Source: an optimization exercise on an open RTL-to-GDS flow (aim: small area). Production flows keep margins and buffers that such runs may drop.
Function was checked by simulation only, so behaviour that the tests miss may differ from the original.
Power and IR drop assume default switching activity.

==> onyx <==
## top
module top(
      clk,
      rst,
      srx_c,
      srx_d,
      pwm_a,
      pwm_b,
      led1,
      led2,
      led3,
      led4,
      led5,
      led6,
      output_switch0,
      output_switch1,
      output_switch2,
      output_switch3,
      output0_from_A,
      output1_from_A,
      output2_from_A,
      output3_from_A,
      output0_from_B,
      output1_from_B,
      output2_from_B,
      output3_from_B,
      sw0,
      sw1,
      sw2,
      reset_CPUA_pad,
      reset_CPUB_pad,
      power_on_A_pad,
      power_on_B_pad,
      GPIO_A,
      GPIO_B
    );
Settings: LEC_CHECK=0, CAP_MARGIN=20, CORE_MARGIN=2, CORE_UTILIZATION=40, PLACE_DENSITY=0.6, SLEW_MARGIN=20; clock period 8.0 ns.
standard.sh (not shown) runs the stock make flow with config.mk's settings and CLKGATE_MAP_FILE= SYNTH_SCRIPT=/design/flow/synth_recipe.tcl, a recipe that flattens the netlist after the stock synthesis.
==> flow/flow/run.sh <==
#!/bin/bash
# Own layout flow: the standard flow (standard.sh) with two ORFS
# variables changed:
#   - port buffers use the smallest buffer cell (buf_1);
#   - clock tree: clkbuf_4 leaf clusters of at most 10 sinks, no dummy loads.
# Everything else (synthesis, floorplan, power grid, taps, routing) is the
# standard flow's. The full make output goes to flow_make.log here.
set -uo pipefail
bash standard.sh \
  "BUFFER_PORTS_ARGS=-buffer_cell sky130_fd_sc_hd__buf_1" \
  "CTS_ARGS=-sink_clustering_enable -repair_clock_nets -dont_use_dummy_load -buf_list sky130_fd_sc_hd__clkbuf_4 -sink_clustering_size 10 -sink_clustering_max_diameter 50" \
  finish > flow_make.log 2>&1
status=$?
tail -n 30 flow_make.log
exit $status
==> sierra: changes against onyx <==
--- a/flow/design.v
+++ b/flow/design.v
@@ -64,14 +64,14 @@
 input  [7:0] output3_from_A;
 input  [7:0] output0_from_B;
 input  [7:0] output1_from_B;
 input  [7:0] output2_from_B;
 input  [7:0] output3_from_B;
 wire switch;
-wire io_a, io_b;
-wire error, debug_mode;
+wire bad_a, bad_b;      
+wire debug_mode;
 wire reset_A, reset_B;
 wire pwr_A, pwr_B;
 reg [7:0] os0, os1, os2, os3;
 always @(posedge clk) begin
   os0 <= switch ? output0_from_B : output0_from_A;
   os1 <= switch ? output1_from_B : output1_from_A;
@@ -84,55 +84,54 @@
 assign output_switch3 = os3;
 assign {sw0, sw1, sw2} = {switch, switch, switch};
 assign led1 = switch;
 assign led2 = ~switch;
 assign GPIO_A = ~switch;
 assign GPIO_B = switch;
-assign led3 = ~io_a;
-assign led4 = ~io_b;
-assign led5 = ~error;
+assign led3 = bad_a;
+assign led4 = bad_b;
+assign led5 = ok_r;
 assign led6 = ~debug_mode;
 assign reset_CPUA_pad = reset_A;
 assign reset_CPUB_pad = reset_B;
 assign power_on_A_pad = pwr_A;
 assign power_on_B_pad = pwr_B;
-sc_pulse pulse_a(.clk(clk), .rst(rst), .pwm(pwm_a), .io(io_a));
-sc_pulse pulse_b(.clk(clk), .rst(rst), .pwm(pwm_b), .io(io_b));
+sc_pulse pulse_a(.clk(clk), .rst(rst), .pwm(pwm_a), .io_n(bad_a));
+sc_pulse pulse_b(.clk(clk), .rst(rst), .pwm(pwm_b), .io_n(bad_b));
 reg en;
 always @(posedge clk)
   if (rst) en <= 1'b0;
   else     en <= ~en;
 wire       pop;
 wire       push_a, push_b;
 wire       nz_a, nz_b;
 wire [7:0] head_a, head_b;
-sc_rx rx_a(.clk(clk), .rst(rst), .en(en), .srx(srx_c), .pop(pop),
+sc_rx rx_a(.clk(clk), .rst(rst), .en(en), .srx(srx_c), .pop(pop), .rd(~sel),
            .push(push_a), .nz(nz_a), .head(head_a));
-sc_rx rx_b(.clk(clk), .rst(rst), .en(en), .srx(srx_d), .pop(pop),
+sc_rx rx_b(.clk(clk), .rst(rst), .en(en), .srx(srx_d), .pop(pop), .rd(sel),
            .push(push_b), .nz(nz_b), .head(head_b));
 localparam [14:0] IDLE_HIT = 15'b001010011111011;    
 localparam [14:0] PM15 = 15'b010101010101010;
 localparam [13:0] PM14 = 14'b10101010101010;
-reg [14:0] la, lb;       
-reg        fla, flb;
+reg [14:0] la;           
+reg        fl;
 reg        cto, cto_d, sel;    
+wire       push_any = push_a | push_b;
 reg [9:0]  na, nb;
 function [14:0] lfsr15;
   input [14:0] x;
   lfsr15 = {x[13:0], ~(x[14] ^ x[13])};
 endfunction
 function [13:0] lfsr14;
   input [13:0] x;
   lfsr14 = {x[12:0], ~(x[13] ^ x[12])};
 endfunction
 always @(posedge clk) begin
-  la  <= ((rst | push_a) ? 15'd0 : lfsr15(la ^ PM15)) ^ PM15;
-  lb  <= ((rst | push_b) ? 15'd0 : lfsr15(lb ^ PM15)) ^ PM15;
-  fla <= ~rst & ~push_a & (fla | (la == (IDLE_HIT ^ PM15)));
-  flb <= ~rst & ~push_b & (flb | (lb == (IDLE_HIT ^ PM15)));
-  cto <= ~rst & fla & flb;
+  la  <= ((rst | push_any) ? 15'd0 : lfsr15(la ^ PM15)) ^ PM15;
+  fl  <= ~rst & ~push_any & (fl | (la == (IDLE_HIT ^ PM15)));
+  cto <= ~rst & fl;
 end
 always @(posedge clk)
   if (rst) begin
     na <= 10'd0; nb <= 10'd0;
     cto_d <= 1'b0;
     sel <= 1'b0;
@@ -144,13 +143,13 @@
     if (cto) begin
       if (na > nb) sel <= 1'b0;
       if (na < nb) sel <= 1'b1;
     end
   end
 wire       data_flag = sel ? nz_b : nz_a;
-wire [7:0] byte_in   = sel ? head_b : head_a;
+wire [7:0] byte_in   = head_a | head_b;    
 reg       dfd;
 reg [1:0] cyc;
 reg       popr;
 assign pop = popr;
 always @(posedge clk)
   if (rst) begin
@@ -161,19 +160,18 @@
     if (data_flag & cto_d)
       cyc <= (cyc == 2'd2) ? 2'd0 : cyc + 1'b1;
   end
 reg  [4:0] cnt;
 reg  [4:0] step;
 reg        crst;
-wire       rd_en = step[0] & (step <= 5'd17);
+wire       trig  = cto_d & ~data_flag & dfd;
+wire       start = (step == 5'd0) & trig & (cnt == 5'd8);
 wire       do_wr = popr & ~cnt[4];
-wire       do_rd = rd_en & (cnt != 5'd0);
 always @(posedge clk)
-  if (rst | crst) cnt <= 5'd0;
-  else if (do_wr & ~do_rd) cnt <= cnt + 1'b1;
-  else if (do_rd & ~do_wr) cnt <= cnt - 1'b1;
+  if (rst | crst | start) cnt <= 5'd0;
+  else if (do_wr) cnt <= cnt + 1'b1;
 reg  [1:0] hdr;     
 reg  [7:0] sum;     
 reg  [3:0] cls;     
 wire       acc = do_wr & (step == 5'd0) & ~crst & ~cnt[3];
 reg  [3:0] enc;
 always @* begin
@@ -208,84 +206,81 @@
               cls <= (&cls) ? 4'b1111 : enc;
             end
       3'd5: sum <= sum + byte_in;
       3'd6: sum <= sum | (byte_in ^ 8'h09);
       3'd7: sum <= sum | (byte_in ^ 8'hd7);
     endcase
-wire trig  = cto_d & ~data_flag & dfd;
 wire valid = (sum == 8'd0);
 wire g0    = (cls[3:2] == 2'b00);
 wire g1    = (cls[3:2] == 2'b01);
 wire g2    = (cls[3:2] == 2'b10);
 wire condreq = g2 | (g1 & ~cls[0]);
 reg  act;
-reg  err_r, dbg_r;
-assign error      = err_r;
+reg  ok_r, dbg_r;       
 assign debug_mode = dbg_r;
 always @(posedge clk)
   if (rst) begin
-    step <= 5'd0; crst <= 1'b0; err_r <= 1'b0; dbg_r <= 1'b0; act <= 1'b0;
+    step <= 5'd0; crst <= 1'b0; ok_r <= 1'b1; dbg_r <= 1'b0; act <= 1'b0;
   end else begin
     act <= 1'b0;
     case (step)
       5'd0: begin
               crst <= trig & (cnt != 5'd8);
               if (trig & (cnt == 5'd8)) step <= 5'd1;
             end
       5'd2: if (hdr[0]) step <= 5'd3;
-            else begin step <= 5'd21; crst <= 1'b1; err_r <= 1'b1; end
+            else begin step <= 5'd21; crst <= 1'b1; ok_r <= 1'b0; end
       5'd4: if (hdr[1]) step <= 5'd5;
-            else begin step <= 5'd21; crst <= 1'b1; err_r <= 1'b1; end
+            else begin step <= 5'd21; crst <= 1'b1; ok_r <= 1'b0; end
       5'd20: begin
               step <= 5'd0;
               crst <= 1'b1;
-              err_r <= ~valid;
+              ok_r <= valid;
               act <= valid & (~condreq | (switch ^ cls[1]));
               if (valid & (cls == 4'b1100)) dbg_r <= 1'b1;
               if (valid & (cls == 4'b1101)) dbg_r <= 1'b0;
             end
       5'd21: step <= 5'd0;
       default: step <= step + 1'b1;
     endcase
   end
 wire force_swi = act & g0;
 wire cmd_swi   = cls[0];
 wire reset_a_flag = act & ((g0 & cls[1]) | (g2 & ~cls[1]));
 wire reset_b_flag = act & ((g0 & cls[1]) | (g2 & cls[1]));
+reg  act_d;              
 wire fpc_A  = act & g1 & ~cls[1];
 wire fpc_B  = act & g1 & cls[1];
+wire fda    = act_d & g1 & ~cls[1];
+wire fdb    = act_d & g1 & cls[1];
 wire cpw_A  = cls[0];
 wire cpw_B  = cls[0];
 localparam [13:0] RST_HIT = 14'b01100001001011;    
-reg        rsa, rsb, dla, dlb;
-reg [13:0] ka, kb;       
-wire       eq_a   = (ka == (RST_HIT ^ PM14));
-wire       eq_b   = (kb == (RST_HIT ^ PM14));
-wire       done_a = eq_a | dla;
-wire       done_b = eq_b | dlb;
+reg        rsa, rsb, dlk;
+reg [13:0] kc;           
+wire       eq_k   = (kc == (RST_HIT ^ PM14));
+wire       done_k = eq_k | dlk;
 assign reset_A = rsa;
 assign reset_B = rsb;
 always @(posedge clk) begin
-  ka  <= ((rst | ~rsa) ? 14'd0 : lfsr14(ka ^ PM14)) ^ PM14;
-  kb  <= ((rst | ~rsb) ? 14'd0 : lfsr14(kb ^ PM14)) ^ PM14;
-  dla <= ~rst & eq_a;
-  dlb <= ~rst & eq_b;
+  kc  <= ((rst | ~(rsa | rsb)) ? 14'd0 : lfsr14(kc ^ PM14)) ^ PM14;
+  dlk <= ~rst & eq_k;
 end
 always @(posedge clk)
   if (rst) begin
     rsa <= 1'b0; rsb <= 1'b0;
   end else begin
-    if (done_a) rsa <= 1'b0; else if (reset_a_flag) rsa <= 1'b1;
-    if (done_b) rsb <= 1'b0; else if (reset_b_flag) rsb <= 1'b1;
+    if (done_k) rsa <= 1'b0; else if (reset_a_flag) rsa <= 1'b1;
+    if (done_k) rsb <= 1'b0; else if (reset_b_flag) rsb <= 1'b1;
   end
 localparam [14:0] FAIL_HIT = 15'b010001011110011;    
-reg        cur_A, cur_B, nxt_A, nxt_B, afl, bfl, fda, fdb, sw_r;
+reg        cur_A, cur_B, nxt_A, nxt_B, afl, bfl, sw_r;
 reg [14:0] fa, fb;       
 reg        a_fail, b_fail;
-wire       a_ff = ((~io_a & cur_A) | afl) & ~debug_mode;
-wire       b_ff = ((~io_b & cur_B) | bfl) & ~debug_mode;
+wire       a_ff = ((bad_a & cur_A) | afl) & ~debug_mode;
+wire       b_ff = ((bad_b & cur_B) | bfl) & ~debug_mode;
 wire       a_cnt = a_ff & ~fpc_A & ~fda & ~debug_mode;
 wire       b_cnt = b_ff & ~fpc_B & ~fdb & ~debug_mode;
 always @(posedge clk) begin
   fa <= ((rst | ~a_cnt) ? 15'd0 : lfsr15(fa ^ PM15)) ^ PM15;
   fb <= ((rst | ~b_cnt) ? 15'd0 : lfsr15(fb ^ PM15)) ^ PM15;
   a_fail <= ~rst & a_cnt & (a_fail | (fa == (FAIL_HIT ^ PM15)));
@@ -296,19 +291,18 @@
 assign pwr_B = cur_B;
 always @(posedge clk)
   if (rst) begin
     cur_A <= 1'b1; cur_B <= 1'b0;
     nxt_A <= 1'b1; nxt_B <= 1'b0;
     afl <= 1'b0; bfl <= 1'b0;
-    fda <= 1'b0; fdb <= 1'b0;
+    act_d <= 1'b0;
     sw_r <= 1'b0;
   end else begin
     cur_A <= nxt_A;
     cur_B <= nxt_B;
-    fda <= fpc_A;
-    fdb <= fpc_B;
+    act_d <= act;
     if (force_swi) sw_r <= cmd_swi;
     else if (~a_fail & b_fail) sw_r <= 1'b0;
     else if (a_fail & ~b_fail) sw_r <= 1'b1;
     if (fpc_A | fpc_B | fda | fdb) begin
       if (fpc_A | fda) begin afl <= 1'b0; nxt_A <= cpw_A; end
       if (fpc_B | fdb) begin bfl <= 1'b0; nxt_B <= cpw_B; end
@@ -316,54 +310,55 @@
       nxt_B <= 1'b0; nxt_A <= 1'b1; bfl <= 1'b1;
     end else if (a_fail & ~b_fail) begin
       nxt_A <= 1'b0; nxt_B <= 1'b1; afl <= 1'b1;
     end
   end
 endmodule
-module sc_pulse(clk, rst, pwm, io);
+module sc_pulse(clk, rst, pwm, io_n);
 input  clk;
 input  rst;
 input  pwm;
-output io;
+output io_n;      
 reg        d1, d2, st, st1, st2;
 reg [10:0] tc;           
 reg        rok, fok;     
-reg        io_r;
+reg        bad;          
 wire rise = d1 & ~d2;
 wire fall = ~d1 & d2;
 localparam [10:0] P_LO = 11'd950, P_HI = 11'd1050;    
 localparam [10:0] D_LO = 11'd450, D_HI = 11'd550;     
 wire rin  = (tc >= P_LO) & (tc <= P_HI);
 wire fin  = (tc >= D_LO) & (tc <= D_HI);
-assign io = io_r;
+assign io_n = bad;
 always @(posedge clk)
   if (rst) begin
     d1 <= 1'b0; d2 <= 1'b0; st <= 1'b0; st1 <= 1'b0; st2 <= 1'b0;
-    tc <= 11'd0; rok <= 1'b0; fok <= 1'b0; io_r <= 1'b1;
+    tc <= 11'd0; rok <= 1'b0; fok <= 1'b0; bad <= 1'b0;
   end else begin
     d1 <= pwm;
     d2 <= d1;
     st1 <= st;
     st2 <= st1;
     if (rise) st <= ~st;
     if (st & fall) fok <= fin;
     if (st & rise) rok <= rin;
     if (~st2) begin rok <= 1'b0; fok <= 1'b0; end
     if (~st1) tc <= 11'd0;
-    else if (st & ~(&tc)) tc <= tc + 1'b1;
-    if (~st1) io_r <= rok & fok;
+    else if (~(&tc)) tc <= tc + 1'b1;
+    if (~st1) bad <= ~(rok & fok);
   end
 endmodule
-module sc_rx(clk, rst, en, srx, pop, push, nz, head);
+module sc_rx(clk, rst, en, srx, pop, rd, push, nz, head);
 input        clk;
 input        rst;
 input        en;
 input        srx;
 input        pop;
 output       push;
 output       nz;
+input        rd;      
 output [7:0] head;
 reg s1, s2;
 always @(posedge clk)
   if (rst) begin s1 <= 1'b0; s2 <= 1'b0; end
   else begin s1 <= srx; s2 <= s1; end
 localparam [2:0] IDLE = 3'd0, START = 3'd1, PREP = 3'd2, BIT = 3'd3,
@@ -394,13 +389,25 @@
   end
 assign push = rpush & ~en;
 reg [7:0] mem [0:15];
 reg [3:0] top, bot;
 reg       full;
 assign nz   = full | (top != bot);
-assign head = mem[bot];
+reg [7:0] grp [0:3];
+reg [7:0] head_r;
+integer   hi, hj;
+always @* begin
+  head_r = 8'h00;
+  for (hj = 0; hj < 4; hj = hj + 1) begin
+    grp[hj] = 8'h00;
+    for (hi = 0; hi < 4; hi = hi + 1)
+      grp[hj] = grp[hj] | (mem[{hj[1:0], hi[1:0]}] & {8{bot[1:0] == hi[1:0]}});
+    head_r = head_r | (grp[hj] & {8{rd & (bot[3:2] == hj[1:0])}});
+  end
+end
+assign head = head_r;
 always @(posedge clk)
   if (push & ~full) mem[top] <= sh[8:1];
 always @(posedge clk)
   if (rst) begin
     top <= 4'd0; bot <= 4'd0; full <= 1'b0;
   end else
CORE_UTILIZATION = 65   (was 40)
PLACE_DENSITY = 0.75   (was 0.6)
==> harbor: changes against onyx <==
==> flow/flow/run.sh (replaced) <==
#!/bin/bash
# Own layout flow: the standard flow (standard.sh) with three ORFS
# variables changed:
#   - port buffers use the smallest buffer cell (buf_1);
#   - clock tree: clkbuf_4 leaf clusters of at most 10 sinks, no dummy loads;
#   - global route recovers power (downsizes cells) on all paths with slack.
# Everything else (synthesis, floorplan, power grid, taps, routing) is the
# standard flow's. The full make output goes to flow_make.log here.
set -uo pipefail
bash standard.sh \
  "BUFFER_PORTS_ARGS=-buffer_cell sky130_fd_sc_hd__buf_1" \
  "CTS_ARGS=-sink_clustering_enable -repair_clock_nets -dont_use_dummy_load -buf_list sky130_fd_sc_hd__clkbuf_4 -sink_clustering_size 10 -sink_clustering_max_diameter 50" \
  "RECOVER_POWER=100" \
  finish > flow_make.log 2>&1
status=$?
tail -n 30 flow_make.log
exit $status
==> impl_results.md <==
- Outcome: finished clean
- CP max stage delay: 0.48 ns
- Number of DRC markers in iteration 0: 1133
- Required time of the critical path: 8.49 ns
- Clock share of power: 27.3%
- Die height: ~180 microns
- Commonest cells after routing, fill and taps aside: 298 x edfxtp_1, 215 x dfxtp_1, 189 x nor2_1
- Inserted Diodes: 1
- Switching Power: 0.000896 W
- Slew @ Worst Pin: 1.02 ns
(the above is from sierra)
==> impl_results.md <==
- Outcome: finished clean
- PwrDens: 182 mW/mm^2
- Required time of the critical path: 8.43 ns
- Slew @ Worst Pin: 0.991 ns
- Inserted Diodes: 2
- Clock share of power: between 20% and 30%
- Commonest cells after routing, fill and taps aside: 298 x edfxtp_1, 252 x dfxtp_1, 223 x nor2_1
- Number of DRC markers in iteration 0: 1009
- CP max stage delay: 0.75 ns
(the above is from onyx)
==> impl_results.md <==
- CP max stage delay: 1.11 ns
- Commonest cells after routing, fill and taps aside: 298 x edfxtp_1, 253 x dfxtp_1, 224 x nor2_1
- Switching Power: roughly 0.00099 W
- Number of DRC markers in iteration 0: 978
- Final Max Slew Viols: 152
- Outcome: failed layout checks
- Max-cap violations: 5
- Layout Check Fails: max-capacitance violations, max-slew violations
- Slew @ Worst Pin: 2.29 ns
- Inserted Diodes: 2
(the above is from harbor)

## what the ideal ports hide
Ports are ideal in the flow. The routed layouts listed here were re-timed in OpenROAD. Step 1 assumes that a clkbuf_16 drives the clock port and a buf_2 every other input. Step 2 times the ports against the registers' clock, not the clock port: input delays grow and output delays shrink by t, the midpoint of the rising clock arrivals with the driver on. Three values: no drivers, after step 1, after step 2; two values: the first two.
| run | t, ns | setup WS [ns] | latest minus earliest clock arrival (ns) | worst slew at a driven data input, ns |
|---|---|---|---|---|
| onyx | 0.809 | 3.033 / 3.033 / 3.033 | 0.113 / 0.112 | 0.05 |
| sierra | 0.805 | 3.906 / 3.906 / 3.906 | 0.072 / 0.072 | 0.05 |
| harbor | 0.806 | 2.631 / 2.631 / 1.981 | 0.112 / 0.112 | 0.05 |
For harbor, which loses most, drivers alone change the setup slack by 0.000 ns; drivers and shift together by -0.650 ns.
